From an optimization exercise on the open Yosys and OpenROAD flow, aimed at a short achievable clock period and few clock cycles; shortcuts taken in it are not production practice.
Function was not checked in any run shown here: the RTL went through the layout flow alone.
The flow treats the clock pin as an ideal source, which a real chip does not have.
Power and IR drop assume default switching activity.

File: flow/flow/run.sh
#!/bin/bash
# Standard ORFS layout with delay cells kept out of the netlist and
# repair_timing asked for more setup slack than the default.
set -euo pipefail
DONT_USE="sky130_fd_sc_hd__probe_p_8 sky130_fd_sc_hd__probec_p_8 sky130_fd_sc_hd__lpflow_bleeder_1 sky130_fd_sc_hd__lpflow_clkbufkapwr_1 sky130_fd_sc_hd__lpflow_clkbufkapwr_16 sky130_fd_sc_hd__lpflow_clkbufkapwr_2 sky130_fd_sc_hd__lpflow_clkbufkapwr_4 sky130_fd_sc_hd__lpflow_clkbufkapwr_8 sky130_fd_sc_hd__lpflow_clkinvkapwr_1 sky130_fd_sc_hd__lpflow_clkinvkapwr_16 sky130_fd_sc_hd__lpflow_clkinvkapwr_2 sky130_fd_sc_hd__lpflow_clkinvkapwr_4 sky130_fd_sc_hd__lpflow_clkinvkapwr_8 sky130_fd_sc_hd__lpflow_decapkapwr_12 sky130_fd_sc_hd__lpflow_decapkapwr_3 sky130_fd_sc_hd__lpflow_decapkapwr_4 sky130_fd_sc_hd__lpflow_decapkapwr_6 sky130_fd_sc_hd__lpflow_decapkapwr_8 sky130_fd_sc_hd__lpflow_inputiso0n_1 sky130_fd_sc_hd__lpflow_inputiso0p_1 sky130_fd_sc_hd__lpflow_inputiso1n_1 sky130_fd_sc_hd__lpflow_inputiso1p_1 sky130_fd_sc_hd__lpflow_inputisolatch_1 sky130_fd_sc_hd__lpflow_isobufsrc_1 sky130_fd_sc_hd__lpflow_isobufsrc_16 sky130_fd_sc_hd__lpflow_isobufsrc_2 sky130_fd_sc_hd__lpflow_isobufsrc_4 sky130_fd_sc_hd__lpflow_isobufsrc_8 sky130_fd_sc_hd__lpflow_isobufsrckapwr_16 sky130_fd_sc_hd__lpflow_lsbuf_lh_hl_isowell_tap_1 sky130_fd_sc_hd__lpflow_lsbuf_lh_hl_isowell_tap_2 sky130_fd_sc_hd__lpflow_lsbuf_lh_hl_isowell_tap_4 sky130_fd_sc_hd__lpflow_lsbuf_lh_isowell_4 sky130_fd_sc_hd__lpflow_lsbuf_lh_isowell_tap_1 sky130_fd_sc_hd__lpflow_lsbuf_lh_isowell_tap_2 sky130_fd_sc_hd__lpflow_lsbuf_lh_isowell_tap_4 sky130_fd_sc_hd__fill_1 sky130_fd_sc_hd__fill_2 sky130_fd_sc_hd__fill_4 sky130_fd_sc_hd__fill_8  sky130_fd_sc_hd__clkdlybuf4s15_1 sky130_fd_sc_hd__clkdlybuf4s15_2 sky130_fd_sc_hd__clkdlybuf4s18_1 sky130_fd_sc_hd__clkdlybuf4s18_2 sky130_fd_sc_hd__clkdlybuf4s25_1 sky130_fd_sc_hd__clkdlybuf4s25_2 sky130_fd_sc_hd__clkdlybuf4s50_1 sky130_fd_sc_hd__clkdlybuf4s50_2 sky130_fd_sc_hd__dlygate4sd1_1 sky130_fd_sc_hd__dlygate4sd2_1 sky130_fd_sc_hd__dlygate4sd3_1 sky130_fd_sc_hd__dlymetal6s2s_1 sky130_fd_sc_hd__dlymetal6s4s_1 sky130_fd_sc_hd__dlymetal6s6s_1"
bash standard.sh "DONT_USE_CELLS=$DONT_USE" SETUP_SLACK_MARGIN=5.6 SLEW_MARGIN=50 CAP_MARGIN=50 POST_CTS_TCL="$PWD/flow/post_cts.tcl" finish > standard.log 2>&1
File: flow/flow/post_cts.tcl
# Extra timing repair at the end of ORFS's CTS step (before 4_1_cts.odb is
# written): fix slow transitions, then more setup repair passes, then
# legalize the placement again.
puts "post_cts: extra repair"
estimate_parasitics -placement
repair_design -slew_margin 50 -cap_margin 50 -verbose
estimate_parasitics -placement
repair_timing -setup -setup_margin 5.6 -repair_tns 100 -verbose
detailed_placement
estimate_parasitics -placement
repair_timing -setup -setup_margin 5.6 -repair_tns 100 -verbose
detailed_placement
check_placement -verbose
report_worst_slack -max
File: flow/standard.sh
#!/bin/bash
# synth_recipe.tcl (not shown) runs the flow's synth.tcl, then flattens the netlist and writes it again
# the make line also repeats each setting of config.mk as NAME=value (left out here)
make -C /OpenROAD-flow-scripts/flow DESIGN_CONFIG=/design/flow/config.mk WORK_HOME=/design/flow/orfs CLKGATE_MAP_FILE= SYNTH_SCRIPT=/design/flow/synth_recipe.tcl "${@:-finish}"
File: flow/config.mk
export PLATFORM = sky130hd
export DESIGN_NAME = MIPS_DLX
export DESIGN_NICKNAME = MIPS_DLX
export VERILOG_FILES = /design/flow/design.v
export SDC_FILE = /design/flow/constraint.sdc
export NUM_CORES = 8
export LEC_CHECK = 0
export CAP_MARGIN = 20
export CORE_MARGIN = 2
export CORE_UTILIZATION = 40
export SLEW_MARGIN = 20
File: flow/constraint.sdc
create_clock -name core_clock -period 10.0 [get_ports {clock}]
set_input_delay 2.0000 -clock core_clock [delete_from_list [all_inputs] [get_ports {clock}]]
set_output_delay 2.0000 -clock core_clock [all_outputs]
set_load 0.01 [all_outputs]
File: flow/design.v
`timescale 1ns / 1ps
module MIPS_DLX(
	input         clock,
	input         reset,
	input         enable,
	output [9:0]  imem_addr,
	input  [31:0] imem_data,
	output [9:0]  dmem_addr,
	output [31:0] dmem_wdata,
	output        dmem_we,
	input  [31:0] dmem_rdata
);
reg [9:0]  pc;
reg        e_we, e_load, e_store, e_br;
reg        e_mis_eq, e_mis_ne;            
reg        e_pred, e_bne;
reg [4:0]  e_dst;
reg [9:0]  e_pc1, e_tgt;                  
reg [9:0]  e_pc;
reg        e_hit, e_spred;
reg [1:0]  e_ctr;
reg        e_fa, e_fb, e_fc;              
reg [31:0] e_a, e_b, e_c;                 
reg        e_sub, e_arith, e_and, e_or, e_xor, e_nor, e_slt, e_sltu;
reg        e_sll, e_sr, e_sra, e_big;
reg        e_ek_addi, e_ek_andi, e_ek_slt, e_ek_sltu, e_ek_ld, e_ezk;
reg        e_ek_sl;                       
reg [31:0] e_negimm;
reg [4:0]  x_lo, x_hi0, x_hi1;
reg        x_c;
reg [31:0] x_wdata;
reg        x_sfwd;                        
reg [31:0] m_res;
reg [31:0] rf [1:31];
wire [31:0] R = dmem_rdata;
assign dmem_addr  = {x_c ? x_hi1 : x_hi0, x_lo};
assign dmem_wdata = x_sfwd ? m_res : x_wdata;
assign dmem_we    = e_store & enable;
wire [31:0] a = e_fa ? m_res : e_a;
wire [31:0] b = e_fb ? m_res : e_b;
wire [31:0] c = e_fc ? m_res : e_c;
wire [31:0] cx   = c ^ {32{e_sub}};
wire [32:0] sum  = {1'b0, a} + {1'b0, cx} + {32'd0, e_sub};
wire        lt   = (a[31] ^ c[31]) ? a[31] : sum[31];
wire        ltu  = ~sum[32];
wire [4:0]  sh   = c[4:0];
wire        big  = e_big & (|c[31:5]);
wire [31:0] shl  = a << sh;
wire [32:0] shr  = $signed({e_sra & a[31], a}) >>> sh;
wire [31:0] res_shl = big ? 32'd0 : shl;
wire [31:0] res_shr = big ? {32{e_sra & a[31]}} : shr[31:0];
wire [9:0]  sum10 = a[9:0] + cx[9:0] + {9'd0, e_sub};
wire [9:0]  res10 = ({10{e_arith}} & sum10)
                  | ({10{e_and}}   & (a[9:0] & c[9:0]))
                  | ({10{e_or}}    & (a[9:0] | c[9:0]))
                  | ({10{e_xor}}   & (a[9:0] ^ c[9:0]))
                  | ({10{e_nor}}   & ~(a[9:0] | c[9:0]))
                  | ({10{e_sll}}   & res_shl[9:0])
                  | ({10{e_sr}}    & res_shr[9:0]);
wire [31:0] res = ({32{e_arith}} & sum[31:0])
                | ({32{e_and}}   & (a & c))
                | ({32{e_or}}    & (a | c))
                | ({32{e_xor}}   & (a ^ c))
                | ({32{e_nor}}   & ~(a | c))
                | {31'd0, (e_slt & lt) | (e_sltu & ltu)}
                | ({32{e_sll}}   & res_shl)
                | ({32{e_sr}}    & res_shr)
                | ({32{e_load}}  & R);
wire        eq_rr      = (e_a == e_b);
wire        eq_mr      = (m_res == e_b);
wire        eq_rm      = (e_a == m_res);
wire        eq         = e_fa ? (e_fb ? 1'b1 : eq_mr) : (e_fb ? eq_rm : eq_rr);
wire        taken      = eq ^ e_bne;
wire        mispredict = eq ? e_mis_eq : e_mis_ne;
wire        z_addi = e_fa ? (m_res == e_negimm) : (e_a == e_negimm);
wire        ezero = (e_ek_addi & z_addi) | (e_ek_andi & ~|(a & c)) |
                    (e_ek_slt & ~lt) | (e_ek_sltu & ~ltu) | (e_ek_ld & ~|R);
wire [31:0] ins   = imem_data;
wire [5:0]  op    = ins[31:26];
wire [4:0]  rs    = ins[25:21];
wire [4:0]  rt    = ins[20:16];
wire [4:0]  rd    = ins[15:11];
wire [5:0]  funct = ins[5:0];
wire is_r    = op == 6'b000000;
wire is_j    = op == 6'b000010;
wire is_beq  = op == 6'b000100;
wire is_bne  = op == 6'b000101;
wire is_addi = op == 6'b001000;
wire is_slti = op == 6'b001010;
wire is_andi = op == 6'b001100;
wire is_ori  = op == 6'b001101;
wire is_xori = op == 6'b001110;
wire is_lw   = op == 6'b100011;
wire is_sw   = op == 6'b101011;
wire is_imm  = is_addi | is_slti | is_andi | is_ori | is_xori;
wire is_br   = is_beq | is_bne;
wire is_mem  = is_lw | is_sw;
wire [4:0] dst = is_r ? rd : rt;
wire       we  = (is_r | is_imm | is_lw) & (dst != 5'd0);
wire f_add  = is_r & (funct == 6'h20 || funct == 6'h21);
wire f_sub  = is_r & (funct == 6'h22 || funct == 6'h23);
wire f_or   = is_r & (funct == 6'h25);
wire f_xor  = is_r & (funct == 6'h26);
wire f_nor  = is_r & (funct == 6'h27);
wire f_slt  = is_r & (funct == 6'h2a);
wire f_sltu = is_r & (funct == 6'h2b);
wire f_sll  = is_r & (funct == 6'h00);
wire f_srl  = is_r & (funct == 6'h02);
wire f_sra  = is_r & (funct == 6'h03);
wire f_sllv = is_r & (funct == 6'h04);
wire f_srlv = is_r & (funct == 6'h06);
wire f_srav = is_r & (funct == 6'h07);
wire f_and  = is_r & ~(f_add | f_sub | f_or | f_xor | f_nor | f_slt | f_sltu |
                       f_sll | f_srl | f_sra | f_sllv | f_srlv | f_srav);
wire [31:0] imm = {{16{ins[15]}}, ins[15:0]};
wire [31:0] rf_a = (rs == 5'd0) ? 32'd0 : rf[rs];
wire [31:0] rf_b = (rt == 5'd0) ? 32'd0 : rf[rt];
wire [31:0] val_a = rf_a;
wire [31:0] val_b = rf_b;
wire fwd_a = e_we & (e_dst == rs);
wire fwd_b = e_we & (e_dst == rt);
wire       stall    = is_mem & fwd_a & e_ek_sl;
wire [9:0] base     = fwd_a ? (e_load ? R[9:0] : res10) : val_a[9:0];
function [5:0] add5;
	input [4:0] x, y;
	input       cin;
	reg [4:0] p, g, gg, pp, gn, pn;
	integer i, d;
	begin
		p = x ^ y;
		g = x & y;
		gg = g; gg[0] = g[0] | (p[0] & cin);
		pp = p;
		for (d = 1; d < 5; d = d * 2) begin
			gn = gg; pn = pp;
			for (i = d; i < 5; i = i + 1) begin
				gn[i] = gg[i] | (pp[i] & gg[i-d]);
				pn[i] = pp[i] & pp[i-d];
			end
			gg = gn; pp = pn;
		end
		add5 = {gg[4], p ^ {gg[3:0], cin}};
	end
endfunction
wire [5:0] a_lo     = add5(base[4:0], ins[4:0], 1'b0);
wire [5:0] a_hi0    = add5(base[9:5], ins[9:5], 1'b0);
wire [5:0] a_hi1    = add5(base[9:5], ins[9:5], 1'b1);
wire same  = rs == rt;
wire spred = is_beq ? (same | ins[15]) : ~same;
reg [31:0]  bp_v;
reg [159:0] bp_tag;
reg [63:0]  bp_ctr;
wire [4:0] bp_i   = pc[4:0];
wire       bp_hit = bp_v[bp_i] & (bp_tag[bp_i*5 +: 5] == pc[9:5]);
wire [1:0] bp_c   = bp_ctr[bp_i*2 +: 2];
wire       dpred  = bp_hit ? bp_c[1] : spred;
wire       early_ok = is_br & ~same & e_ezk &
                      (((rt == 5'd0) & fwd_a) | ((rs == 5'd0) & fwd_b));
wire       pred     = early_ok ? (is_beq ? ezero : ~ezero) : dpred;
wire [9:0] pc1 = pc + 10'd1;
wire [9:0] tgt = pc + ins[9:0];
wire [9:0] f_next = stall ? pc : (is_br & pred) ? tgt : (is_j ? ins[9:0] : pc1);
assign imem_addr = pc;
always @(posedge clock) begin
	if (reset)
		pc <= 10'd0;
	else if (enable)
		pc <= mispredict ? (e_pred ? e_pc1 : e_tgt) : f_next;
end
wire kill = mispredict | stall;       
always @(posedge clock) begin
	if (reset) begin
		e_we <= 1'b0; e_load <= 1'b0; e_store <= 1'b0; e_br <= 1'b0;
		e_mis_eq <= 1'b0; e_mis_ne <= 1'b0; e_ezk <= 1'b0;
	end else if (enable) begin
		e_ezk    <= we & ~kill & (is_addi | is_andi | f_slt | is_slti | f_sltu | is_lw);
		e_we     <= we & ~kill;
		e_load   <= is_lw & ~kill;
		e_store  <= is_sw & ~kill;
		e_br     <= is_br & ~kill;
		e_mis_eq <= is_br & ~kill & (is_bne == pred);
		e_mis_ne <= is_br & ~kill & (is_bne != pred);
	end
end
always @(posedge clock) begin
	if (enable) begin
		e_dst    <= dst;
		e_bne    <= is_bne;
		e_pred   <= pred;
		e_pc1    <= pc1;
		e_tgt    <= tgt;
		e_pc     <= pc;
		e_hit    <= bp_hit;
		e_spred  <= spred;
		e_ctr    <= bp_c;
		e_fa     <= fwd_a;
		e_fb     <= fwd_b;
		e_fc     <= fwd_b & ~is_imm;
		e_a      <= val_a;
		e_b      <= val_b;
		e_c      <= is_imm ? imm : val_b;
		e_sub    <= f_sub | f_slt | f_sltu | is_slti;
		e_arith  <= f_add | f_sub | is_addi;
		e_and    <= f_and | is_andi;
		e_or     <= f_or | is_ori;
		e_xor    <= f_xor | is_xori;
		e_nor    <= f_nor;
		e_slt    <= f_slt | is_slti;
		e_sltu   <= f_sltu;
		e_sll    <= f_sll | f_sllv;
		e_sr     <= f_srl | f_sra | f_srlv | f_srav;
		e_sra    <= f_sra | f_srav;
		e_big    <= f_sll | f_srl | f_sra;
		e_ek_addi <= is_addi;
		e_ek_andi <= is_andi;
		e_ek_slt  <= f_slt | is_slti;
		e_ek_sltu <= f_sltu;
		e_ek_ld   <= is_lw;
		e_ek_sl   <= f_slt | is_slti | f_sltu;
		e_negimm  <= 32'd0 - imm;
		x_lo     <= a_lo[4:0];
		x_c      <= a_lo[5];
		x_hi0    <= a_hi0[4:0];
		x_hi1    <= a_hi1[4:0];
		x_wdata  <= val_b;
		x_sfwd   <= fwd_b;
	end
end
always @(posedge clock) begin
	if (enable)
		m_res <= res;
end
wire [1:0] ctr0  = e_hit ? e_ctr : (e_spred ? 2'b10 : 2'b01);
wire [1:0] ctr_t = (ctr0 == 2'b11) ? 2'b11 : ctr0 + 2'b01;
wire [1:0] ctr_n = (ctr0 == 2'b00) ? 2'b00 : ctr0 - 2'b01;
reg        u_v;
reg [9:0]  u_pc;
reg [1:0]  u_ctr;
always @(posedge clock) begin
	if (reset)
		u_v <= 1'b0;
	else if (enable)
		u_v <= e_br;
end
always @(posedge clock) begin
	if (enable) begin
		u_pc  <= e_pc;
		u_ctr <= taken ? ctr_t : ctr_n;
	end
end
always @(posedge clock) begin
	if (reset) begin
		bp_v <= 32'd0;
	end else if (enable && u_v) begin
		bp_v[u_pc[4:0]] <= 1'b1;
	end
end
always @(posedge clock) begin
	if (enable && u_v) begin
		bp_tag[u_pc[4:0]*5 +: 5] <= u_pc[9:5];
		bp_ctr[u_pc[4:0]*2 +: 2] <= u_ctr;
	end
end
always @(posedge clock) begin
	if (e_we)
		rf[e_dst] <= res;
end
endmodule
==> results of run 1 <==
==> through the flow <==
step | cells | util
finish | 9172 | 0.474
global route | 9170 | 0.474
detailed placement | 8623 | 0.427
global placement | 8553 | 0.419
floorplan | 6051 | -
==> placed cells by master (no fill, tap or decap), types with 45 or more instances in the layout <==
master     instances
ha_1             102
buf_1            205
dfxtp_1           46
xor2_1            63
o221ai_1         122
buf_6             59
nor3_1            77
mux2i_4           46
o21ai_0          209
mux4_2           335
nand2_1          398
a21oi_1          405
edfxtp_1        1449
buf_4             86
o22ai_1          134
mux2i_1          513
buf_2            100
mux2_2           223
clkbuf_16        167
inv_1             97
xnor2_1          125
a211oi_1          45
nand3_1           74
nor2_1           349
==> worst max-delay path by stage <==
stage,from,to,slack (ps),cells past startpoint
floorplan,imem_data[22],x_c$_DFFE_PP_,5360,16
global placement,e_fc$_DFFE_PP_,x_hi0[4]$_DFFE_PP_,3180,19
detailed placement,e_fc$_DFFE_PP_,rf[11][30]$_DFFE_PP_,3600,17
global route,e_fa$_DFFE_PP_,rf[25][0]$_DFFE_PP_,5410,18
finish,e_fa$_DFFE_PP_,rf[25][0]$_DFFE_PP_,5480,18
==> power breakdown <==
group / internal (µW) / switching [µW]
sequential: 7220 / 150
clock: 3170 / 2610
combinational: 1250 / 2230
==> state kept, by name, summed over array words and instances (netlist names), 2 cells and up <==
signal	count
e_pc	10
e_ctr	2
bp_tag	160
e_dst	5
bp_v	32
x_wdata	32
u_ctr	2
u_pc	10
e_c	32
bp_ctr	64
e_a	32
pc	10
e_negimm	17
m_res	32
e_tgt	10
x_lo	5
x_hi0	5
x_hi1	5
e_pc1	10
rf	992
==> routing by layer <==
| layer | wire length [µm] | part of all wire | global-route usage | vias to the layer above |
|---|---|---|---|---|
| met5 | 39 | 0.00013 | 0 | - |
| li1 | - | - | - | 24600 |
| met4 | 17500 | 0.058 | 0.151 | 6 |
| met2 | 138000 | 0.46 | 0.446 | 3671 |
| met1 | 115000 | 0.38 | 0.377 | 30300 |
| met3 | 31300 | 0.10 | 0.0614 | 759 |
==> layout make-up <==
cell class	count	share of cell area
repair inverters	2	0.000212
clock inverters	81	0.00812
clock buffers	208	0.0448
multi-input cells	4005	0.380
repair buffers	591	0.0556
inverters	123	0.00552
diodes	7	0.000185
well taps	2656	0.0351
flip-flops and latches	1499	0.471
==> worst max-delay path, cell delays in order (launching register included) <==
cell,delay (ps)
edfxtp_1,380
buf_4,170
buf_12,150
bufbuf_16,300
mux2i_2,230
buf_6,170
clkinvlp_4,170
buf_2,180
ha_4,300
nand4_1,150
nor2_2,210
nand3_4,140
a311oi_2,250
buf_4,180
o31a_2,180
o31ai_2,100
a221o_2,450
buf_8,160
a31o_4,300
==> cells by family (layout without fill, tap and decap cells) <==
group	count (synthesis)	after routing
compound gates	1317	1325
mux	1159	1159
simple gates	1190	1196
buf+inv	561	1005
fa+ha+maj	130	130
flops	1499	1499
xor+xnor	195	195
other cells	0	7
==> impl_metrics.py, run 1 <==
metrics = {
    "power_and_ir_drop": {
        "power.density_nw_per_um2": 176,
        "power.total_uw": 16600,
        "leakage_uw": 0.0323,
        "ir_drop_mv": 0.155,
    },
    "yosys": {
        "synth_xor_area_frac": 0.0213,
        "synth_edf_count": 1449,
        "synth.most_common_cell": "edfxtp_1",
        "avgSynthCellArea_um2": 13.2,
        "synthCells": 6051,
        "synth-compound-area-share": 0.106,
        "synthAdderAreaFrac": 0.0207,
        "async_reset_ff_frac": 0,
        "synth_nets": 6247,
        "synth_top_family_by_area": "multiplexers",
        "synth_top_area_frac": 0.543,
        "syn-cell-area_um2": 80200,
        "synth_flop_cell": "edfxtp_1",
        "yosysSeqAreaShare": 0.555,
        "ys_seq_elements": 1499,
        "synth_mux_area_frac": 0.201,
        "yosysUniqueCellTypes": 93,
        "synthTopCellsByArea": "edfxtp_1 (54%), mux4_2 (9.4%), mux2i_1 (7.3%)",
        "synth_top_area_cell": "edfxtp_1",
        "synthTopCellsByCount": "edfxtp_1 (1449), mux2i_1 (583), a21oi_1 (441)",
        "ys_warn_count": 1,
        "synthSimpleGateAreaFrac": 0.0668,
    },
    "setup_path": {
        "worst-setup-path-type": "reg -> reg",
        "worstPathArrival_ps": 5030,
        "rr_worst_depth": 18,
        "rrSetupSlack_ps": 5480,
        "crit_fanout": 16,
        "r2r-start": "e_fa$_DFFE_PP_",
        "start_kind": "register",
        "end_kind": "register",
        "required_ps": 10520,
        "reg2reg_to": "rf[25][0]$_DFFE_PP_",
    },
    "global_route": {
        "antenna_found_initial": 16,
        "grt_pass1_vias": 57500,
        "grt_pass1_wl_um": 423000,
        "gr-total-overflow": 0,
        "grt_start_max_net_pins": 86,
        "grt_usage": 0.287,
    },
    "worst_hold_path": {
        "whs_path_depth": 0,
        "hold_class": "reg -> reg",
        "worstHoldEndpoint": "u_pc[0]$_DFFE_PP_",
        "holdCritStartpoint": "e_pc[0]$_DFFE_PP_",
    },
    "cells_and_area": {
        "final_layout_size_suffix_gt1_frac": 0.242,
        "nets": 6577,
        "final_area_um2": 94600,
        "seqCellArea_um2": 44500,
        "nFillCells": 17500,
        "syn2layout_area_growth_pct": 18.0,
        "multi_input_area_um2": 35900,
    },
    "sta": {
        "fin_tns_setup_ps": 0,
        "period_share": 0.452,
        "setup_ws_ps": 5480,
        "skew_ps": 70.2,
        "relSlewSlack": 0.361,
        "tightest_slew_ps": 958,
        "slew_viol_final": 0,
        "setup_viol": 0,
        "fin_hold_ws_ps": 412,
        "grt_setup_unrepaired": "true",
        "finalHoldViolations": 0,
        "fin_crit_ps": 4520,
        "fmaxAchievable_mhz": 221,
    },
    "die": {
        "start_util": 0.402,
        "fp.dieW_um": 452,
        "io_pins": 120,
        "placementRows": 164,
        "die_area_um2": 204000,
        "die-height_um": 452,
        "coreArea_um2": 199000,
    },
    "clock_tree": {
        "worstSkewPairLatency_ps": 840,
        "cts_tree": "yes",
        "path_clk_slew_ps": 70,
        "numClockSinks": 1499,
    },
    "route": {
        "antenna_left": 0,
        "drt_iter0_markers": 8379,
        "dr.pass1.iters": 9,
        "wl_per_cell_um": 32.9,
        "drc": 0,
        "routed_wl_um": 302000,
        "vias": 59300,
        "viasPerCell": 6.47,
    },
    "place": {
        "post-place-ws_ps": 3600,
        "dp_hpwl_um": 194000,
        "gp_congestion": 0.939,
        "placedInstanceArea_um2": 85100,
        "port_buffers": 119,
    },
    "job": {
        "max-cap-violations": 0,
    },
    "outcome": {
        "status": "timing/DRC/antenna clean",
    },
}
==> run 2: changes to the inputs <==
==> flow/flow/run.sh (replaced) <==
#!/bin/bash
# Standard ORFS layout with delay cells kept out of the netlist and
# repair_timing asked for more setup slack than the default.
set -euo pipefail
DONT_USE="sky130_fd_sc_hd__probe_p_8 sky130_fd_sc_hd__probec_p_8 sky130_fd_sc_hd__lpflow_bleeder_1 sky130_fd_sc_hd__lpflow_clkbufkapwr_1 sky130_fd_sc_hd__lpflow_clkbufkapwr_16 sky130_fd_sc_hd__lpflow_clkbufkapwr_2 sky130_fd_sc_hd__lpflow_clkbufkapwr_4 sky130_fd_sc_hd__lpflow_clkbufkapwr_8 sky130_fd_sc_hd__lpflow_clkinvkapwr_1 sky130_fd_sc_hd__lpflow_clkinvkapwr_16 sky130_fd_sc_hd__lpflow_clkinvkapwr_2 sky130_fd_sc_hd__lpflow_clkinvkapwr_4 sky130_fd_sc_hd__lpflow_clkinvkapwr_8 sky130_fd_sc_hd__lpflow_decapkapwr_12 sky130_fd_sc_hd__lpflow_decapkapwr_3 sky130_fd_sc_hd__lpflow_decapkapwr_4 sky130_fd_sc_hd__lpflow_decapkapwr_6 sky130_fd_sc_hd__lpflow_decapkapwr_8 sky130_fd_sc_hd__lpflow_inputiso0n_1 sky130_fd_sc_hd__lpflow_inputiso0p_1 sky130_fd_sc_hd__lpflow_inputiso1n_1 sky130_fd_sc_hd__lpflow_inputiso1p_1 sky130_fd_sc_hd__lpflow_inputisolatch_1 sky130_fd_sc_hd__lpflow_isobufsrc_1 sky130_fd_sc_hd__lpflow_isobufsrc_16 sky130_fd_sc_hd__lpflow_isobufsrc_2 sky130_fd_sc_hd__lpflow_isobufsrc_4 sky130_fd_sc_hd__lpflow_isobufsrc_8 sky130_fd_sc_hd__lpflow_isobufsrckapwr_16 sky130_fd_sc_hd__lpflow_lsbuf_lh_hl_isowell_tap_1 sky130_fd_sc_hd__lpflow_lsbuf_lh_hl_isowell_tap_2 sky130_fd_sc_hd__lpflow_lsbuf_lh_hl_isowell_tap_4 sky130_fd_sc_hd__lpflow_lsbuf_lh_isowell_4 sky130_fd_sc_hd__lpflow_lsbuf_lh_isowell_tap_1 sky130_fd_sc_hd__lpflow_lsbuf_lh_isowell_tap_2 sky130_fd_sc_hd__lpflow_lsbuf_lh_isowell_tap_4 sky130_fd_sc_hd__fill_1 sky130_fd_sc_hd__fill_2 sky130_fd_sc_hd__fill_4 sky130_fd_sc_hd__fill_8  sky130_fd_sc_hd__clkdlybuf4s15_1 sky130_fd_sc_hd__clkdlybuf4s15_2 sky130_fd_sc_hd__clkdlybuf4s18_1 sky130_fd_sc_hd__clkdlybuf4s18_2 sky130_fd_sc_hd__clkdlybuf4s25_1 sky130_fd_sc_hd__clkdlybuf4s25_2 sky130_fd_sc_hd__clkdlybuf4s50_1 sky130_fd_sc_hd__clkdlybuf4s50_2 sky130_fd_sc_hd__dlygate4sd1_1 sky130_fd_sc_hd__dlygate4sd2_1 sky130_fd_sc_hd__dlygate4sd3_1 sky130_fd_sc_hd__dlymetal6s2s_1 sky130_fd_sc_hd__dlymetal6s4s_1 sky130_fd_sc_hd__dlymetal6s6s_1"
bash standard.sh "DONT_USE_CELLS=$DONT_USE" SETUP_SLACK_MARGIN=5.6 CORE_UTILIZATION=75 SLEW_MARGIN=50 CAP_MARGIN=50 POST_CTS_TCL="$PWD/flow/post_cts.tcl" finish > standard.log 2>&1
==> impl_metrics.py, run 2 <==
metrics = {
    "die": {
        "start_util": 0.758,
        "fp.dieW_um": 331,
        "placementRows": 119,
        "die-height_um": 331,
        "io_pins": 120,
    },
    "yosys": {
        "synth.most_common_cell": "edfxtp_1",
        "synthTopCellsByArea": "edfxtp_1 (54%), mux4_2 (9.4%), mux2i_1 (7.3%)",
        "synth_top_area_cell": "edfxtp_1",
        "yosysUniqueCellTypes": 93,
        "ys_seq_elements": 1499,
        "avgSynthCellArea_um2": 13.2,
        "synthTopCellsByCount": "edfxtp_1 (1449), mux2i_1 (583), a21oi_1 (441)",
        "synth_flop_cell": "edfxtp_1",
        "syn-cell-area_um2": 80200,
        "synth_edf_count": 1449,
        "synth_nets": 6247,
        "async_reset_ff_frac": 0,
        "synth_top_area_frac": 0.543,
        "yosysSeqAreaShare": 0.555,
        "ys_warn_count": 1,
        "synthCells": 6051,
    },
    "global_route": {
        "grt_usage": 0.923,
        "grt_pass1_vias": 85500,
        "grt_start_max_net_pins": 93,
        "grt_pass1_wl_um": 711000,
        "gr-total-overflow": 1641,
    },
    "outcome": {
        "haltStage": "global routing",
        "status": "aborted with a tool error",
        "tool.error": "[ERROR GRT-0116] Global routing finished with congestion. Check the congestion regions in the DRC Viewer.",
    },
    "clock_tree": {
        "numClockSinks": 1499,
    },
    "place": {
        "port_buffers": 119,
        "dp_hpwl_um": 196000,
        "gp_congestion": 1.05,
    },
}
run 2: cell counts after synthesis:
No cell type changed its count.
run 2: power by group through the flow:
stage	Combinational [µW]	Sequential, µW	Clock, µW
detailed placement	2720	7500	0
global placement	2610	7520	0
floorplan	1800	7410	0
run 2: worst max-delay path by stage:
stage,end,slack [ps],cells past startpoint
after floorplan,x_c$_DFFE_PP_,5360,16
after global placement,x_hi0[4]$_DFFE_PP_,3470,16
after detailed placement,x_hi1[4]$_DFFE_PP_,3860,19
run 2: cell families after synthesis:
kind of cell               synth area share
DFF                                   0.555
AOI/OAI and AO/OA                     0.106
and+or+nand+nor                      0.0668
muxes                                 0.201
buffers and inverters                0.0286
xor gates and xnor gates             0.0213
adders and majority gates            0.0207
run 2: through the flow:
step / std cells / total power [µW] / utilization / setup slack [ps] / instance area [µm²]
floorplan: 6051 / 9210 / - / 5360 / 80800
global placement: 7278 / 10100 / 0.775 / 3470 / 81900
detailed placement: 7365 / 10200 / 0.791 / 3860 / 83600
run 2: metal layers:
| layer | global-route usage | overflow |
|---|---|---|
| met5 | 0.750 | 27 |
| met4 | 0.916 | 536 |
| met3 | 0.871 | 180 |
| met2 | 0.987 | 697 |
| met1 | 0.918 | 201 |
==> run 3: changes to the inputs <==
==> flow/flow/run.sh (replaced) <==
#!/bin/bash
# Standard ORFS layout with delay cells kept out of the netlist and
# repair_timing asked for more setup slack than the default.
set -euo pipefail
DONT_USE="sky130_fd_sc_hd__probe_p_8 sky130_fd_sc_hd__probec_p_8 sky130_fd_sc_hd__lpflow_bleeder_1 sky130_fd_sc_hd__lpflow_clkbufkapwr_1 sky130_fd_sc_hd__lpflow_clkbufkapwr_16 sky130_fd_sc_hd__lpflow_clkbufkapwr_2 sky130_fd_sc_hd__lpflow_clkbufkapwr_4 sky130_fd_sc_hd__lpflow_clkbufkapwr_8 sky130_fd_sc_hd__lpflow_clkinvkapwr_1 sky130_fd_sc_hd__lpflow_clkinvkapwr_16 sky130_fd_sc_hd__lpflow_clkinvkapwr_2 sky130_fd_sc_hd__lpflow_clkinvkapwr_4 sky130_fd_sc_hd__lpflow_clkinvkapwr_8 sky130_fd_sc_hd__lpflow_decapkapwr_12 sky130_fd_sc_hd__lpflow_decapkapwr_3 sky130_fd_sc_hd__lpflow_decapkapwr_4 sky130_fd_sc_hd__lpflow_decapkapwr_6 sky130_fd_sc_hd__lpflow_decapkapwr_8 sky130_fd_sc_hd__lpflow_inputiso0n_1 sky130_fd_sc_hd__lpflow_inputiso0p_1 sky130_fd_sc_hd__lpflow_inputiso1n_1 sky130_fd_sc_hd__lpflow_inputiso1p_1 sky130_fd_sc_hd__lpflow_inputisolatch_1 sky130_fd_sc_hd__lpflow_isobufsrc_1 sky130_fd_sc_hd__lpflow_isobufsrc_16 sky130_fd_sc_hd__lpflow_isobufsrc_2 sky130_fd_sc_hd__lpflow_isobufsrc_4 sky130_fd_sc_hd__lpflow_isobufsrc_8 sky130_fd_sc_hd__lpflow_isobufsrckapwr_16 sky130_fd_sc_hd__lpflow_lsbuf_lh_hl_isowell_tap_1 sky130_fd_sc_hd__lpflow_lsbuf_lh_hl_isowell_tap_2 sky130_fd_sc_hd__lpflow_lsbuf_lh_hl_isowell_tap_4 sky130_fd_sc_hd__lpflow_lsbuf_lh_isowell_4 sky130_fd_sc_hd__lpflow_lsbuf_lh_isowell_tap_1 sky130_fd_sc_hd__lpflow_lsbuf_lh_isowell_tap_2 sky130_fd_sc_hd__lpflow_lsbuf_lh_isowell_tap_4 sky130_fd_sc_hd__fill_1 sky130_fd_sc_hd__fill_2 sky130_fd_sc_hd__fill_4 sky130_fd_sc_hd__fill_8  sky130_fd_sc_hd__clkdlybuf4s15_1 sky130_fd_sc_hd__clkdlybuf4s15_2 sky130_fd_sc_hd__clkdlybuf4s18_1 sky130_fd_sc_hd__clkdlybuf4s18_2 sky130_fd_sc_hd__clkdlybuf4s25_1 sky130_fd_sc_hd__clkdlybuf4s25_2 sky130_fd_sc_hd__clkdlybuf4s50_1 sky130_fd_sc_hd__clkdlybuf4s50_2 sky130_fd_sc_hd__dlygate4sd1_1 sky130_fd_sc_hd__dlygate4sd2_1 sky130_fd_sc_hd__dlygate4sd3_1 sky130_fd_sc_hd__dlymetal6s2s_1 sky130_fd_sc_hd__dlymetal6s4s_1 sky130_fd_sc_hd__dlymetal6s6s_1"
bash standard.sh "DONT_USE_CELLS=$DONT_USE" SETUP_SLACK_MARGIN=5.6 CORE_UTILIZATION=60 SLEW_MARGIN=50 CAP_MARGIN=50 POST_CTS_TCL="$PWD/flow/post_cts.tcl" finish > standard.log 2>&1
==> impl_metrics.py, run 3 <==
metrics = {
    "outcome": {
        "status": "complete, but fails checks",
        "violations": "antenna violations",
    },
    "clock_tree": {
        "path_clk_slew_ps": 60,
        "worstSkewPairLatency_ps": 810,
        "cts_tree": "yes",
        "numClockSinks": 1499,
    },
    "route": {
        "drt_iter0_markers": 9326,
        "wl_per_cell_um": 35.3,
        "antenna_left": 1,
        "routed_wl_um": 291000,
        "dr.pass1.iters": 8,
        "viasPerCell": 7.29,
        "drc": 0,
        "vias": 60200,
    },
    "yosys": {
        "synth_top_area_cell": "edfxtp_1",
        "yosysSeqAreaShare": 0.555,
        "avgSynthCellArea_um2": 13.2,
        "ys_warn_count": 1,
        "synth_edf_count": 1449,
        "synth_top_area_frac": 0.543,
        "synth_nets": 6247,
        "synthTopCellsByCount": "edfxtp_1 (1449), mux2i_1 (583), a21oi_1 (441)",
        "syn-cell-area_um2": 80200,
        "synthCells": 6051,
        "yosysUniqueCellTypes": 93,
        "synth.most_common_cell": "edfxtp_1",
        "ys_seq_elements": 1499,
        "synthTopCellsByArea": "edfxtp_1 (54%), mux4_2 (9.4%), mux2i_1 (7.3%)",
        "synth_flop_cell": "edfxtp_1",
        "async_reset_ff_frac": 0,
    },
    "global_route": {
        "gr-total-overflow": 0,
        "grt_pass1_wl_um": 406000,
        "antenna_found_initial": 10,
        "grt_usage": 0.417,
        "grt_pass1_vias": 56900,
        "grt_start_max_net_pins": 85,
    },
    "setup_path": {
        "worst-path-buf-inv": 6,
        "crit_fanout": 15,
        "worstPathArrival_ps": 5070,
        "crit_family": "simple AND/OR/NAND/NOR gates",
        "slowest_stage": "or4_4",
        "required_ps": 10540,
        "crit_start": "e_fa$_DFFE_PP_",
        "r2r-start": "e_fa$_DFFE_PP_",
        "crit_top_cell": "buf_6",
        "path_cells": "buf_6 -> buf_16 -> mux2i_4 -> inv_2 -> ha_4 -> and3_4 -> nand3_4 -> or4_4 -> a31oi_4 -> o2111ai_2 -> and2_4 -> o22ai_4 -> buf_6 -> buf_6 -> o22ai_4 -> mux2i_4 -> or4_4 -> buf_12",
        "start_kind": "register",
        "worst-setup-path-type": "reg -> reg",
        "critPathMaxStageDelay_ps": 570,
        "end_kind": "register",
    },
    "cells_and_area": {
        "final_layout_size_suffix_gt1_frac": 0.240,
        "largest_register_ffs": 992,
        "multi_input_area_um2": 35900,
        "layout_commonest_cell": "edfxtp_1",
        "regMostFlops": "rf",
        "final_cell_mix": "edfxtp_1 (1449), mux2i_1 (522), nand2_1 (403)",
        "nets": 6539,
        "seqCellArea_um2": 44500,
        "nFillCells": 9113,
        "syn2layout_area_growth_pct": 16.3,
    },
    "sta": {
        "skew_ps": 82.1,
        "finalHoldViolations": 0,
        "grt_setup_unrepaired": "true",
        "period_share": 0.453,
        "fin_tns_setup_ps": 0,
        "relSlewSlack": 0.461,
        "setup_viol": 0,
        "slew_viol_final": 0,
        "fin_crit_ps": 4530,
        "tightest_slew_ps": 808,
        "fmaxAchievable_mhz": 221,
    },
    "power_and_ir_drop": {
        "combPwrFrac": 0.206,
        "power.density_nw_per_um2": 178,
        "ir_drop_mv": 0.197,
        "leakage_uw": 0.0322,
        "intPower_uw": 11700,
        "switching_share": 0.294,
        "power.total_uw": 16600,
        "p_sw_uw": 4880,
        "seqPwrFrac": 0.445,
        "clkPwrFrac": 0.349,
    },
    "die": {
        "io_pins": 120,
        "die-height_um": 370,
        "die_area_um2": 137000,
        "fp.dieW_um": 370,
        "placementRows": 134,
        "coreArea_um2": 133000,
        "start_util": 0.603,
    },
    "place": {
        "gp_congestion": 1.03,
        "dp_hpwl_um": 187000,
        "port_buffers": 119,
    },
    "job": {
        "max-cap-violations": 0,
    },
    "worst_hold_path": {
        "hold_class": "reg -> reg",
        "holdCritStartpoint": "e_pc[7]$_DFFE_PP_",
    },
}
run 3: cell counts after synthesis:
No cell type changed its count.
run 3: logic make-up (layout without fill, tap and decap cells):
kind of cell / after synthesis / in the layout / share of synthesized area
AND/OR/NAND/NOR: 1190 / 1195 / 0.0668
flip-flops: 1499 / 1499 / 0.555
other: 0 / 15 / 0
XOR/XNOR: 195 / 195 / 0.0213
multiplexers: 1159 / 1159 / 0.201
adder cells (fa/ha/maj): 130 / 130 / 0.0207
AO/OA/AOI/OAI: 1317 / 1323 / 0.106
buffers and inverters: 561 / 967 / 0.0286
run 3: path summary, 6_finish.rpt:
kind / to / slack [ps] / depth (start not counted)
hold reg to reg: u_pc[7]$_DFFE_PP_ / 380 / 0
hold / removal: u_pc[7]$_DFFE_PP_ / 380 / 0
setup / recovery: rf[29][29]$_DFFE_PP_ / 5470 / 18
setup reg to reg: rf[29][29]$_DFFE_PP_ / 5470 / 18
run 3: cell type report:
cell class	instances	area share
Antenna cell	15	0.000403
Clock inverter	88	0.00954
Inverter	123	0.00581
Multi-Input combinational cell	4002	0.385
Timing Repair inverter	1	0.0000939
Tap cell	1768	0.0237
Clock buffer	195	0.0447
Timing Repair Buffer	560	0.0537
Sequential cell	1499	0.478
run 3: per-layer routing:
metal  vias up  global-route usage  routed length, µm  share of wire
met5         -                   0                 23       0.000079
met4         4               0.221              17900          0.061
li1      24600                   -                  -              -
met1     30200               0.563             107000           0.37
met3       936               0.113              37000           0.13
met2      4483               0.618             129000           0.44
run 3: power groups by stage:
stage / clock network (µW) / logic, µW / registers [µW]
6_report: 5800 / 3420 / 7390
5_1_grt: 6070 / 3550 / 7390
3_5_place_dp: 0 / 2740 / 7500
3_3_place_gp: 0 / 2660 / 7520
2_1_floorplan: 0 / 1800 / 7410
run 3: per-stage QoR:
step | std cells | utilization | instance area [µm²] | hold WS [ps] | setup WS [ps]
finish | 8251 | 0.701 | 93200 | 383 | 5470
global route | 8238 | 0.701 | 93200 | 401 | 5440
global placement | 7661 | 0.620 | 82400 | 401 | 3150
detailed placement | 7729 | 0.630 | 83800 | 405 | 3770
floorplan | 6051 | - | 80800 | 400 | 5360
==> run 4: changes to the inputs <==
==> flow/flow/run.sh (replaced) <==
#!/bin/bash
# Standard ORFS layout with delay cells kept out of the netlist and
# repair_timing asked for more setup slack than the default.
set -euo pipefail
DONT_USE="sky130_fd_sc_hd__probe_p_8 sky130_fd_sc_hd__probec_p_8 sky130_fd_sc_hd__lpflow_bleeder_1 sky130_fd_sc_hd__lpflow_clkbufkapwr_1 sky130_fd_sc_hd__lpflow_clkbufkapwr_16 sky130_fd_sc_hd__lpflow_clkbufkapwr_2 sky130_fd_sc_hd__lpflow_clkbufkapwr_4 sky130_fd_sc_hd__lpflow_clkbufkapwr_8 sky130_fd_sc_hd__lpflow_clkinvkapwr_1 sky130_fd_sc_hd__lpflow_clkinvkapwr_16 sky130_fd_sc_hd__lpflow_clkinvkapwr_2 sky130_fd_sc_hd__lpflow_clkinvkapwr_4 sky130_fd_sc_hd__lpflow_clkinvkapwr_8 sky130_fd_sc_hd__lpflow_decapkapwr_12 sky130_fd_sc_hd__lpflow_decapkapwr_3 sky130_fd_sc_hd__lpflow_decapkapwr_4 sky130_fd_sc_hd__lpflow_decapkapwr_6 sky130_fd_sc_hd__lpflow_decapkapwr_8 sky130_fd_sc_hd__lpflow_inputiso0n_1 sky130_fd_sc_hd__lpflow_inputiso0p_1 sky130_fd_sc_hd__lpflow_inputiso1n_1 sky130_fd_sc_hd__lpflow_inputiso1p_1 sky130_fd_sc_hd__lpflow_inputisolatch_1 sky130_fd_sc_hd__lpflow_isobufsrc_1 sky130_fd_sc_hd__lpflow_isobufsrc_16 sky130_fd_sc_hd__lpflow_isobufsrc_2 sky130_fd_sc_hd__lpflow_isobufsrc_4 sky130_fd_sc_hd__lpflow_isobufsrc_8 sky130_fd_sc_hd__lpflow_isobufsrckapwr_16 sky130_fd_sc_hd__lpflow_lsbuf_lh_hl_isowell_tap_1 sky130_fd_sc_hd__lpflow_lsbuf_lh_hl_isowell_tap_2 sky130_fd_sc_hd__lpflow_lsbuf_lh_hl_isowell_tap_4 sky130_fd_sc_hd__lpflow_lsbuf_lh_isowell_4 sky130_fd_sc_hd__lpflow_lsbuf_lh_isowell_tap_1 sky130_fd_sc_hd__lpflow_lsbuf_lh_isowell_tap_2 sky130_fd_sc_hd__lpflow_lsbuf_lh_isowell_tap_4 sky130_fd_sc_hd__fill_1 sky130_fd_sc_hd__fill_2 sky130_fd_sc_hd__fill_4 sky130_fd_sc_hd__fill_8  sky130_fd_sc_hd__clkdlybuf4s15_1 sky130_fd_sc_hd__clkdlybuf4s15_2 sky130_fd_sc_hd__clkdlybuf4s18_1 sky130_fd_sc_hd__clkdlybuf4s18_2 sky130_fd_sc_hd__clkdlybuf4s25_1 sky130_fd_sc_hd__clkdlybuf4s25_2 sky130_fd_sc_hd__clkdlybuf4s50_1 sky130_fd_sc_hd__clkdlybuf4s50_2 sky130_fd_sc_hd__dlygate4sd1_1 sky130_fd_sc_hd__dlygate4sd2_1 sky130_fd_sc_hd__dlygate4sd3_1 sky130_fd_sc_hd__dlymetal6s2s_1 sky130_fd_sc_hd__dlymetal6s4s_1 sky130_fd_sc_hd__dlymetal6s6s_1"
bash standard.sh "DONT_USE_CELLS=$DONT_USE" SETUP_SLACK_MARGIN=5.8 SLEW_MARGIN=50 CAP_MARGIN=50 POST_CTS_TCL="$PWD/flow/post_cts.tcl" finish > standard.log 2>&1
--- a/flow/flow/post_cts.tcl
+++ b/flow/flow/post_cts.tcl
@@ -7,6 +7,6 @@
 estimate_parasitics -placement
-repair_timing -setup -setup_margin 5.6 -repair_tns 100 -verbose
+repair_timing -setup -setup_margin 5.8 -repair_tns 100 -verbose
 detailed_placement
 estimate_parasitics -placement
-repair_timing -setup -setup_margin 5.6 -repair_tns 100 -verbose
+repair_timing -setup -setup_margin 5.8 -repair_tns 100 -verbose
 detailed_placement
==> impl_metrics.py, run 4 <==
metrics = {
    "place": {
        "gp_congestion": 1.01,
        "port_buffers": 119,
        "dp_hpwl_um": 197000,
    },
    "cells_and_area": {
        "nFillCells": 17100,
        "final_cell_mix": "edfxtp_1 (1449), mux2i_1 (516), nand2_1 (394)",
        "layout_commonest_cell": "edfxtp_1",
        "multi_input_area_um2": 36900,
        "largest_register_ffs": 992,
        "final_layout_size_suffix_gt1_frac": 0.270,
        "regMostFlops": "rf",
        "seqCellArea_um2": 44500,
        "nets": 6763,
        "syn2layout_area_growth_pct": 21.8,
    },
    "route": {
        "drt_iter0_markers": 8618,
        "wl_per_cell_um": 33.1,
        "antenna_left": 0,
        "dr.pass1.iters": 8,
        "drc": 0,
        "viasPerCell": 6.53,
        "routed_wl_um": 310000,
        "vias": 61100,
    },
    "clock_tree": {
        "worstSkewPairLatency_ps": 840,
        "numClockSinks": 1499,
        "path_clk_slew_ps": 60,
        "cts_tree": "yes",
    },
    "power_and_ir_drop": {
        "switching_share": 0.302,
        "ir_drop_mv": 0.139,
        "p_sw_uw": 5200,
        "leakage_uw": 0.0336,
        "combPwrFrac": 0.230,
        "clkPwrFrac": 0.342,
        "power.density_nw_per_um2": 176,
        "intPower_uw": 12000,
        "seqPwrFrac": 0.428,
    },
    "yosys": {
        "synthTopCellsByCount": "edfxtp_1 (1449), mux2i_1 (583), a21oi_1 (441)",
        "avgSynthCellArea_um2": 13.2,
        "synthCells": 6051,
        "synth_top_area_frac": 0.543,
        "yosysSeqAreaShare": 0.555,
        "yosysUniqueCellTypes": 93,
        "async_reset_ff_frac": 0,
        "syn-cell-area_um2": 80200,
        "synth_nets": 6247,
        "synthTopCellsByArea": "edfxtp_1 (54%), mux4_2 (9.4%), mux2i_1 (7.3%)",
        "synth.most_common_cell": "edfxtp_1",
        "synth_top_area_cell": "edfxtp_1",
        "ys_warn_count": 1,
        "synth_edf_count": 1449,
        "synth_flop_cell": "edfxtp_1",
        "ys_seq_elements": 1499,
    },
    "die": {
        "start_util": 0.402,
        "coreArea_um2": 199000,
        "io_pins": 120,
        "die_area_um2": 204000,
        "fp.dieW_um": 452,
        "die-height_um": 452,
        "placementRows": 164,
    },
    "sta": {
        "fin_hold_ws_ps": 417,
        "fmaxAchievable_mhz": 216,
        "skew_ps": 53.3,
        "slew_viol_final": 0,
        "grt_setup_unrepaired": "true",
        "setup_viol": 0,
        "fin_tns_setup_ps": 0,
        "tightest_slew_ps": 1200,
        "fin_crit_ps": 4620,
        "relSlewSlack": 0.200,
        "period_share": 0.462,
        "finalHoldViolations": 0,
    },
    "worst_hold_path": {
        "whs_path_depth": 0,
        "hold_class": "reg -> reg",
        "worstHoldEndpoint": "u_pc[1]$_DFFE_PP_",
        "holdCritStartpoint": "e_pc[1]$_DFFE_PP_",
    },
    "setup_path": {
        "start_kind": "register",
        "reg2reg_to": "rf[27][29]$_DFFE_PP_",
        "crit_fanout": 8,
        "required_ps": 10510,
        "rr_worst_depth": 18,
        "worst-setup-path-type": "reg -> reg",
        "r2r-start": "e_fc$_DFFE_PP_",
        "worstPathArrival_ps": 5140,
        "rrSetupSlack_ps": 5380,
        "end_kind": "register",
    },
    "global_route": {
        "grt_util_met1": 0.381,
        "grt_start_max_net_pins": 95,
        "grt_pass1_wl_um": 434000,
        "grt_usage": 0.294,
        "grtUsageMet3": 0.0731,
        "grt_pass1_vias": 59100,
        "grt_busiest_layer": "met2",
        "gr-total-overflow": 0,
        "grt_use_met2": 0.455,
        "antenna_found_initial": 11,
    },
    "outcome": {
        "status": "timing/DRC/antenna clean",
    },
    "job": {
        "max-cap-violations": 0,
    },
}
## run 4: worst max-delay path: stages (launching register included)
cell	delay [ps]
edfxtp_1	430
buf_6	170
buf_6	120
buf_16	130
buf_6	110
mux2i_4	190
xnor2_2	180
ha_4	300
and2_4	160
nand3_4	50
or4_4	480
a31oi_4	340
o2111ai_2	160
and2_4	200
o22ai_4	140
buf_6	140
o22ai_4	90
mux2i_4	270
or4_4	620
## run 4: worst max path at each step
stage / start / end / slack, ps / cells past startpoint
3_5_place_dp: imem_data[23] / x_lo[4]$_DFFE_PP_ / 3850 / 14
3_3_place_gp: imem_data[23] / x_lo[4]$_DFFE_PP_ / 3600 / 13
6_report: e_fc$_DFFE_PP_ / rf[27][29]$_DFFE_PP_ / 5380 / 18
5_1_grt: e_fc$_DFFE_PP_ / x_hi0[4]$_DFFE_PP_ / 5340 / 25
2_1_floorplan: imem_data[22] / x_c$_DFFE_PP_ / 5360 / 16
## run 4: power groups by stage
| stage | clock network [µW] | registers (µW) | logic [µW] |
|---|---|---|---|
| 5_1_grt | 6180 | 7380 | 4090 |
| 3_5_place_dp | 0 | 7490 | 2800 |
| 2_1_floorplan | 0 | 7410 | 1820 |
| 6_report | 5880 | 7370 | 3950 |
| 3_3_place_gp | 0 | 7500 | 2740 |
## run 4: layer usage
layer  vias to the layer above  wire length, µm  share of wire
met1                     31100           115000           0.37
met5                         -               23       0.000074
met2                      4076           140000           0.45
li1                      25100                -              -
met4                         4            19200          0.062
met3                       872            35800           0.12
## run 4: through the flow
step	instance area (µm²)	std cells	utilization	setup WS (ps)	total power, µW
floorplan	81000	6051	-	5360	9230
global placement	83600	8541	0.419	3600	10200
detailed placement	85400	8624	0.428	3850	10300
global route	97600	9355	0.490	5340	17600
finish	97700	9358	0.490	5380	17200
## run 4: cell type report
| cell class | count | area share |
|---|---|---|
| well taps | 2656 | 0.0340 |
| multi-input cells | 4016 | 0.378 |
| clock buffers | 196 | 0.0438 |
| clock inverters | 96 | 0.00878 |
| repair buffers | 766 | 0.0736 |
| diodes | 5 | 0.000128 |
| repair inverters | 1 | 0.000115 |
| flip-flops and latches | 1499 | 0.456 |
| inverters | 123 | 0.00559 |
## run 4: kinds of logic (layout without fill, tap and decap cells)
logic type                 Yosys count  count (layout)  synth area share
muxes                             1159            1159             0.201
xor gates and xnor gates           195             195            0.0213
DFF                               1499            1499             0.555
other                                0               5                 0
buffers and inverters              561            1182            0.0286
adders and majority gates          130             130            0.0207
and+or+nand+nor                   1190            1195            0.0668
AOI/OAI and AO/OA                 1317            1337             0.106
==> run 5: changes to the inputs <==
--- a/flow/design.v
+++ b/flow/design.v
@@ -15,2 +15,6 @@
 reg        e_mis_eq, e_mis_ne;            
+reg        e_fold, e_fbeq, e_fpred;       
+reg [9:0]  e_falt;                        
+reg [4:0]  e_fidx;
+reg [1:0]  e_fctr;
 reg        e_pred, e_bne;
@@ -73,3 +77,6 @@
 wire        taken      = eq ^ e_bne;
-wire        mispredict = eq ? e_mis_eq : e_mis_ne;
+wire        mispredict_b = eq ? e_mis_eq : e_mis_ne;
+wire        ftaken     = e_fbeq ? ezero : ~ezero;
+wire        mispredict_f = e_fold & (ftaken != e_fpred);
+wire        mispredict = mispredict_b | mispredict_f;
 wire        z_addi = e_fa ? (m_res == e_negimm) : (e_a == e_negimm);
@@ -160,4 +167,23 @@
 wire [9:0] pc1 = pc + 10'd1;
+wire [9:0] pc2 = pc + 10'd2;
 wire [9:0] tgt = pc + ins[9:0];
-wire [9:0] f_next = stall ? pc : (is_br & pred) ? tgt : (is_j ? ins[9:0] : pc1);
+reg [31:0]  fb_v, fb_j, fb_beq;
+reg [159:0] fb_tag, fb_r;
+reg [319:0] fb_tgt;
+reg [63:0]  fb_ctr;
+wire [4:0] fb_i    = pc[4:0];
+wire       fb_hit  = fb_v[fb_i] & (fb_tag[fb_i*5 +: 5] == pc[9:5]);
+wire       fb_isj  = fb_j[fb_i];
+wire       fb_eq   = fb_beq[fb_i];
+wire [4:0] fb_reg  = fb_r[fb_i*5 +: 5];
+wire [9:0] fb_dst  = fb_tgt[fb_i*10 +: 10];
+wire [1:0] fb_c    = fb_ctr[fb_i*2 +: 2];
+wire       x_ezk   = is_addi | is_andi | f_slt | is_slti | f_sltu | is_lw;
+wire       fold_ok = fb_hit & ~is_br & ~is_j;
+wire       fold_j  = fold_ok & fb_isj;
+wire       fold_b  = fold_ok & ~fb_isj & we & x_ezk & (dst == fb_reg);
+wire       fpred   = fold_j | (fold_b & fb_c[1]);
+wire [9:0] f_next = stall ? pc :
+                    (fold_j | fold_b) ? (fpred ? fb_dst : pc2) :
+                    (is_br & pred) ? tgt : (is_j ? ins[9:0] : pc1);
 assign imem_addr = pc;
@@ -167,3 +193,3 @@
 	else if (enable)
-		pc <= mispredict ? (e_pred ? e_pc1 : e_tgt) : f_next;
+		pc <= mispredict_f ? e_falt : mispredict_b ? (e_pred ? e_pc1 : e_tgt) : f_next;
 end
@@ -173,4 +199,5 @@
 		e_we <= 1'b0; e_load <= 1'b0; e_store <= 1'b0; e_br <= 1'b0;
-		e_mis_eq <= 1'b0; e_mis_ne <= 1'b0; e_ezk <= 1'b0;
+		e_mis_eq <= 1'b0; e_mis_ne <= 1'b0; e_ezk <= 1'b0; e_fold <= 1'b0;
 	end else if (enable) begin
+		e_fold   <= fold_b & ~kill;
 		e_ezk    <= we & ~kill & (is_addi | is_andi | f_slt | is_slti | f_sltu | is_lw);
@@ -189,2 +216,7 @@
 		e_pred   <= pred;
+		e_fbeq   <= fb_eq;
+		e_fpred  <= fb_c[1];
+		e_falt   <= fb_c[1] ? pc2 : fb_dst;
+		e_fidx   <= fb_i;
+		e_fctr   <= fb_c;
 		e_pc1    <= pc1;
@@ -262,2 +294,43 @@
 	end
+end
+wire [9:0] pm1     = pc - 10'd1;
+wire [4:0] al_i    = pm1[4:0];
+wire       al_zt   = is_br & ~same & ((rt == 5'd0) | (rs == 5'd0));
+wire       al_have = fb_v[al_i] & (fb_tag[al_i*5 +: 5] == pm1[9:5]);
+wire       al      = (is_j | al_zt) & ~al_have;
+wire [1:0] fctr_t  = (e_fctr == 2'b11) ? 2'b11 : e_fctr + 2'b01;
+wire [1:0] fctr_n  = (e_fctr == 2'b00) ? 2'b00 : e_fctr - 2'b01;
+reg        fu_v;
+reg [4:0]  fu_i;
+reg [1:0]  fu_ctr;
+always @(posedge clock) begin
+	if (reset)
+		fu_v <= 1'b0;
+	else if (enable)
+		fu_v <= e_fold;
+end
+always @(posedge clock) begin
+	if (enable) begin
+		fu_i   <= e_fidx;
+		fu_ctr <= ftaken ? fctr_t : fctr_n;
+	end
+end
+always @(posedge clock) begin
+	if (reset) begin
+		fb_v <= 32'd0;
+	end else if (enable && al) begin
+		fb_v[al_i] <= 1'b1;
+	end
+end
+always @(posedge clock) begin
+	if (enable && al) begin
+		fb_tag[al_i*5 +: 5]   <= pm1[9:5];
+		fb_j[al_i]            <= is_j;
+		fb_beq[al_i]          <= is_beq;
+		fb_r[al_i*5 +: 5]     <= (rt == 5'd0) ? rs : rt;
+		fb_tgt[al_i*10 +: 10] <= is_j ? ins[9:0] : tgt;
+		fb_ctr[al_i*2 +: 2]   <= spred ? 2'b10 : 2'b01;
+	end else if (enable && fu_v) begin
+		fb_ctr[fu_i*2 +: 2]   <= fu_ctr;
+	end
 end
==> flow/flow/run.sh (replaced) <==
#!/bin/bash
# Standard ORFS layout with delay cells kept out of the netlist and
# repair_timing asked for more setup slack than the default.
set -euo pipefail
DONT_USE="sky130_fd_sc_hd__probe_p_8 sky130_fd_sc_hd__probec_p_8 sky130_fd_sc_hd__lpflow_bleeder_1 sky130_fd_sc_hd__lpflow_clkbufkapwr_1 sky130_fd_sc_hd__lpflow_clkbufkapwr_16 sky130_fd_sc_hd__lpflow_clkbufkapwr_2 sky130_fd_sc_hd__lpflow_clkbufkapwr_4 sky130_fd_sc_hd__lpflow_clkbufkapwr_8 sky130_fd_sc_hd__lpflow_clkinvkapwr_1 sky130_fd_sc_hd__lpflow_clkinvkapwr_16 sky130_fd_sc_hd__lpflow_clkinvkapwr_2 sky130_fd_sc_hd__lpflow_clkinvkapwr_4 sky130_fd_sc_hd__lpflow_clkinvkapwr_8 sky130_fd_sc_hd__lpflow_decapkapwr_12 sky130_fd_sc_hd__lpflow_decapkapwr_3 sky130_fd_sc_hd__lpflow_decapkapwr_4 sky130_fd_sc_hd__lpflow_decapkapwr_6 sky130_fd_sc_hd__lpflow_decapkapwr_8 sky130_fd_sc_hd__lpflow_inputiso0n_1 sky130_fd_sc_hd__lpflow_inputiso0p_1 sky130_fd_sc_hd__lpflow_inputiso1n_1 sky130_fd_sc_hd__lpflow_inputiso1p_1 sky130_fd_sc_hd__lpflow_inputisolatch_1 sky130_fd_sc_hd__lpflow_isobufsrc_1 sky130_fd_sc_hd__lpflow_isobufsrc_16 sky130_fd_sc_hd__lpflow_isobufsrc_2 sky130_fd_sc_hd__lpflow_isobufsrc_4 sky130_fd_sc_hd__lpflow_isobufsrc_8 sky130_fd_sc_hd__lpflow_isobufsrckapwr_16 sky130_fd_sc_hd__lpflow_lsbuf_lh_hl_isowell_tap_1 sky130_fd_sc_hd__lpflow_lsbuf_lh_hl_isowell_tap_2 sky130_fd_sc_hd__lpflow_lsbuf_lh_hl_isowell_tap_4 sky130_fd_sc_hd__lpflow_lsbuf_lh_isowell_4 sky130_fd_sc_hd__lpflow_lsbuf_lh_isowell_tap_1 sky130_fd_sc_hd__lpflow_lsbuf_lh_isowell_tap_2 sky130_fd_sc_hd__lpflow_lsbuf_lh_isowell_tap_4  sky130_fd_sc_hd__clkdlybuf4s15_1 sky130_fd_sc_hd__clkdlybuf4s15_2 sky130_fd_sc_hd__clkdlybuf4s18_1 sky130_fd_sc_hd__clkdlybuf4s18_2 sky130_fd_sc_hd__clkdlybuf4s25_1 sky130_fd_sc_hd__clkdlybuf4s25_2 sky130_fd_sc_hd__clkdlybuf4s50_1 sky130_fd_sc_hd__clkdlybuf4s50_2 sky130_fd_sc_hd__dlygate4sd1_1 sky130_fd_sc_hd__dlygate4sd2_1 sky130_fd_sc_hd__dlygate4sd3_1 sky130_fd_sc_hd__dlymetal6s2s_1 sky130_fd_sc_hd__dlymetal6s4s_1 sky130_fd_sc_hd__dlymetal6s6s_1"
bash standard.sh "DONT_USE_CELLS=$DONT_USE" SETUP_SLACK_MARGIN=5.6 SLEW_MARGIN=50 CAP_MARGIN=50 POST_CTS_TCL="$PWD/flow/post_cts.tcl" finish > standard.log 2>&1
--- a/flow/flow/post_cts.tcl
+++ b/flow/flow/post_cts.tcl
@@ -7,6 +7,6 @@
 estimate_parasitics -placement
-repair_timing -setup -setup_margin 5.8 -repair_tns 100 -verbose
+repair_timing -setup -setup_margin 5.6 -repair_tns 100 -verbose
 detailed_placement
 estimate_parasitics -placement
-repair_timing -setup -setup_margin 5.8 -repair_tns 100 -verbose
+repair_timing -setup -setup_margin 5.6 -repair_tns 100 -verbose
 detailed_placement
==> impl_metrics.py, run 5 <==
metrics = {
    "yosys": {
        "synthTopCellsByArea": "edfxtp_1 (54%), mux4_2 (14%), mux2i_1 (4.1%)",
        "ys_warn_count": 1,
        "synth_nets": 9663,
        "async_reset_ff_frac": 0,
        "synthCells": 9451,
        "avgSynthCellArea_um2": 13.2,
        "synth_flop_cell": "edfxtp_1",
        "syn-cell-area_um2": 125000,
        "synth.most_common_cell": "edfxtp_1",
        "synthTopCellsByCount": "edfxtp_1 (2232), nand2_1 (1164), mux4_2 (758)",
        "yosysUniqueCellTypes": 104,
        "synth_top_area_cell": "edfxtp_1",
        "ys_seq_elements": 2316,
        "yosysSeqAreaShare": 0.550,
        "synth_edf_count": 2232,
        "synth_top_area_frac": 0.536,
    },
    "worst_hold_path": {
        "holdCritStartpoint": "e_pc[8]$_DFFE_PP_",
        "whs_path_depth": 0,
        "hold_class": "reg -> reg",
        "worstHoldEndpoint": "u_pc[8]$_DFFE_PP_",
    },
    "route": {
        "dr.pass1.iters": 10,
        "met2_length_um": 225000,
        "drt-met1-wl_um": 186000,
        "drt_iter0_markers": 17100,
        "wl_per_cell_um": 35.0,
        "viasPerCell": 6.77,
        "routed_wl_um": 524000,
        "antenna_left": 0,
        "vias": 102000,
        "route.met3.wl_um": 75600,
        "drc": 0,
        "highest_layer": "met5",
    },
    "global_route": {
        "gr-total-overflow": 0,
        "grt_start_max_net_pins": 72,
        "grt_usage": 0.314,
        "antenna_found_initial": 30,
        "grt_pass1_vias": 96000,
        "grt_pass1_wl_um": 718000,
    },
    "die": {
        "coreArea_um2": 311000,
        "start_util": 0.401,
        "placementRows": 205,
        "die-height_um": 563,
        "die_area_um2": 317000,
        "io_pins": 120,
        "fp.dieW_um": 563,
    },
    "clock_tree": {
        "path_clk_slew_ps": 60,
        "cts_tree": "yes",
        "worstSkewPairLatency_ps": 950,
        "numClockSinks": 2316,
    },
    "sta": {
        "skew_ps": 115,
        "tightest_slew_ps": 928,
        "setup_viol": 0,
        "grt_setup_unrepaired": "true",
        "fin_crit_ps": 4850,
        "fin_tns_setup_ps": 0,
        "setup_ws_ps": 5150,
        "fmaxAchievable_mhz": 206,
        "finalHoldViolations": 0,
        "period_share": 0.485,
        "relSlewSlack": 0.379,
        "slew_viol_final": 0,
    },
    "cells_and_area": {
        "final_cell_mix": "edfxtp_1 (2232), nand2_1 (860), mux4_2 (758)",
        "final_area_um2": 161000,
        "layout_commonest_cell": "edfxtp_1",
        "regMostFlops": "rf",
        "nets": 10800,
        "largest_register_ffs": 992,
        "final_layout_size_suffix_gt1_frac": 0.354,
        "syn2layout_area_growth_pct": 28.7,
    },
    "setup_path": {
        "r2r-start": "pc[1]$_SDFFE_PP0P_",
        "reg2reg_to": "fb_tgt[127]$_DFFE_PP_",
        "end_kind": "register",
        "rrSetupSlack_ps": 5150,
        "worstPathArrival_ps": 5460,
        "start_kind": "register",
        "required_ps": 10610,
        "crit_fanout": 6,
        "worst-setup-path-type": "reg -> reg",
        "rr_worst_depth": 25,
    },
    "job": {
        "max-cap-violations": 0,
    },
    "outcome": {
        "status": "timing/DRC/antenna clean",
    },
    "place": {
        "gp_congestion": 1.00,
        "post-place-ws_ps": 2610,
        "placedInstanceArea_um2": 132000,
        "port_buffers": 119,
        "dp_hpwl_um": 320000,
    },
    "power_and_ir_drop": {
        "intPower_uw": 20100,
        "p_sw_uw": 10600,
        "seqPwrFrac": 0.364,
        "power.total_uw": 30700,
        "ir_drop_mv": 0.152,
        "power.density_nw_per_um2": 191,
        "leakage_uw": 0.0563,
        "combPwrFrac": 0.315,
        "clkPwrFrac": 0.320,
        "switching_share": 0.346,
    },
}
[run 5: cell types whose count changed after synthesis, sizes merged, moves of 78 or more]
cell | previous run | this run
a22o | 41 | 352
a32o | 3 | 81
nand2 | 409 | 1164
edfxtp | 1449 | 2232
clkbuf | 276 | 489
mux4 | 335 | 765
mux2i | 591 | 509
nor2 | 393 | 668
o21ai | 241 | 636
[run 5: how the worst max path moves through the flow]
stage                       start                    end  slack (ps)  cells after the start
2_1_floorplan       imem_data[23]    fb_beq[0]$_DFFE_PP_        4150                      9
3_3_place_gp   pc[0]$_SDFFE_PP0P_  fb_tgt[203]$_DFFE_PP_        2420                     17
3_5_place_dp   pc[2]$_SDFFE_PP0P_   fb_tgt[23]$_DFFE_PP_        2610                     21
5_1_grt        pc[0]$_SDFFE_PP0P_   fb_ctr[16]$_DFFE_PP_        5100                     30
6_report       pc[1]$_SDFFE_PP0P_  fb_tgt[127]$_DFFE_PP_        5150                     25
[run 5: per-stage QoR]
stage	std cells	utilization	hold WS, ps
after global routing	15000	0.517	427
after detailed placement	13400	0.425	406
after floorplan	9451	-	400
after global placement	13300	0.418	402
final	15000	0.517	419
[run 5: final cells by class]
cell class,instances,area (µm²)
Antenna cell,20,50.0
Clock buffer,338,7160
Clock inverter,139,1390
Fill cell,25700,151000
Inverter,145,647
Multi-Input combinational cell,6305,61100
Sequential cell,2316,68700
Tap cell,4140,5180
Timing Repair Buffer,1593,16600
Timing Repair inverter,2,17.5
[run 5: critical path, cell delays in order (launching register included)]
cell        delay (ps)
dfxtp_4            370
buf_12             120
clkinvlp_4         170
ha_4               250
nor3b_4            160
buf_6              140
xnor2_4            130
ha_4               310
inv_4               30
fa_2               410
xnor2_2            160
and3b_2            260
nand2_4            100
nor2_4              50
ha_4               180
or3_4              390
buf_6              150
buf_6              110
buf_1              110
nor3_2             250
a21o_4             210
buf_8              130
clkbuf_16          180
nand2_4             50
nand2_1             60
o21ai_1             80
[run 5: power by group through the flow]
| stage | Combinational (µW) | Sequential (µW) | Clock [µW] |
|---|---|---|---|
| 6_report | 9700 | 11200 | 9850 |
| 5_1_grt | 9820 | 11200 | 10200 |
| 3_5_place_dp | 5880 | 11400 | 0 |
| 3_3_place_gp | 5630 | 11400 | 0 |
| 2_1_floorplan | 3380 | 11300 | 0 |
[run 5: logic make-up (layout without fill, tap and decap cells)]
family	Yosys count	count (layout)	share of synthesized area
adder cells (fa/ha/maj)	148	148	0.0151
other	0	20	0
AO/OA/AOI/OAI	2114	2118	0.115
AND/OR/NAND/NOR	2316	2318	0.0784
XOR/XNOR	250	251	0.0175
flip-flops	2316	2316	0.550
multiplexers	1467	1470	0.196
buffers and inverters	840	2217	0.0281
[run 5: routing by layer]
layer	GRT usage	vias to the layer above
met2	0.462	8410
met5	0	-
met1	0.417	51200
li1	-	39900
met3	0.0910	1961
met4	0.177	14

-- what the ideal ports hide --
How much do the figures lean on ideal ports? The routed layouts below were timed once more, with nothing changed but the port constraints.
Step 1 assumes that a clkbuf_16 drives the clock port and a buf_2 every other input.
Step 2 adds t to the input delays and takes it off the output delays; t is the mean of the earliest and latest rising clock arrival at the registers after step 1. Input paths then give back, and output paths get back, about the clock's delay inside the block.
Three values: no drivers, after step 1, after step 2; two values: the first two.
run	shift t [ns]	setup slack, ns	worst setup path after step 2	worst register clock-pin slew, ns
run 1	0.899	5.485 / 5.478 / 4.633	input to register	0.07 / 0.07
run 3	0.852	5.474 / 5.339 / 4.550	input to register	0.06 / 0.06
run 4	0.909	5.379 / 5.379 / 4.538	input to register	0.07 / 0.07
run 5	0.975	5.148 / 5.148 / 4.261	input to register	0.08 / 0.08
For run 3, which loses most, drivers alone change the setup slack by -0.135 ns; drivers and shift together by -0.924 ns.
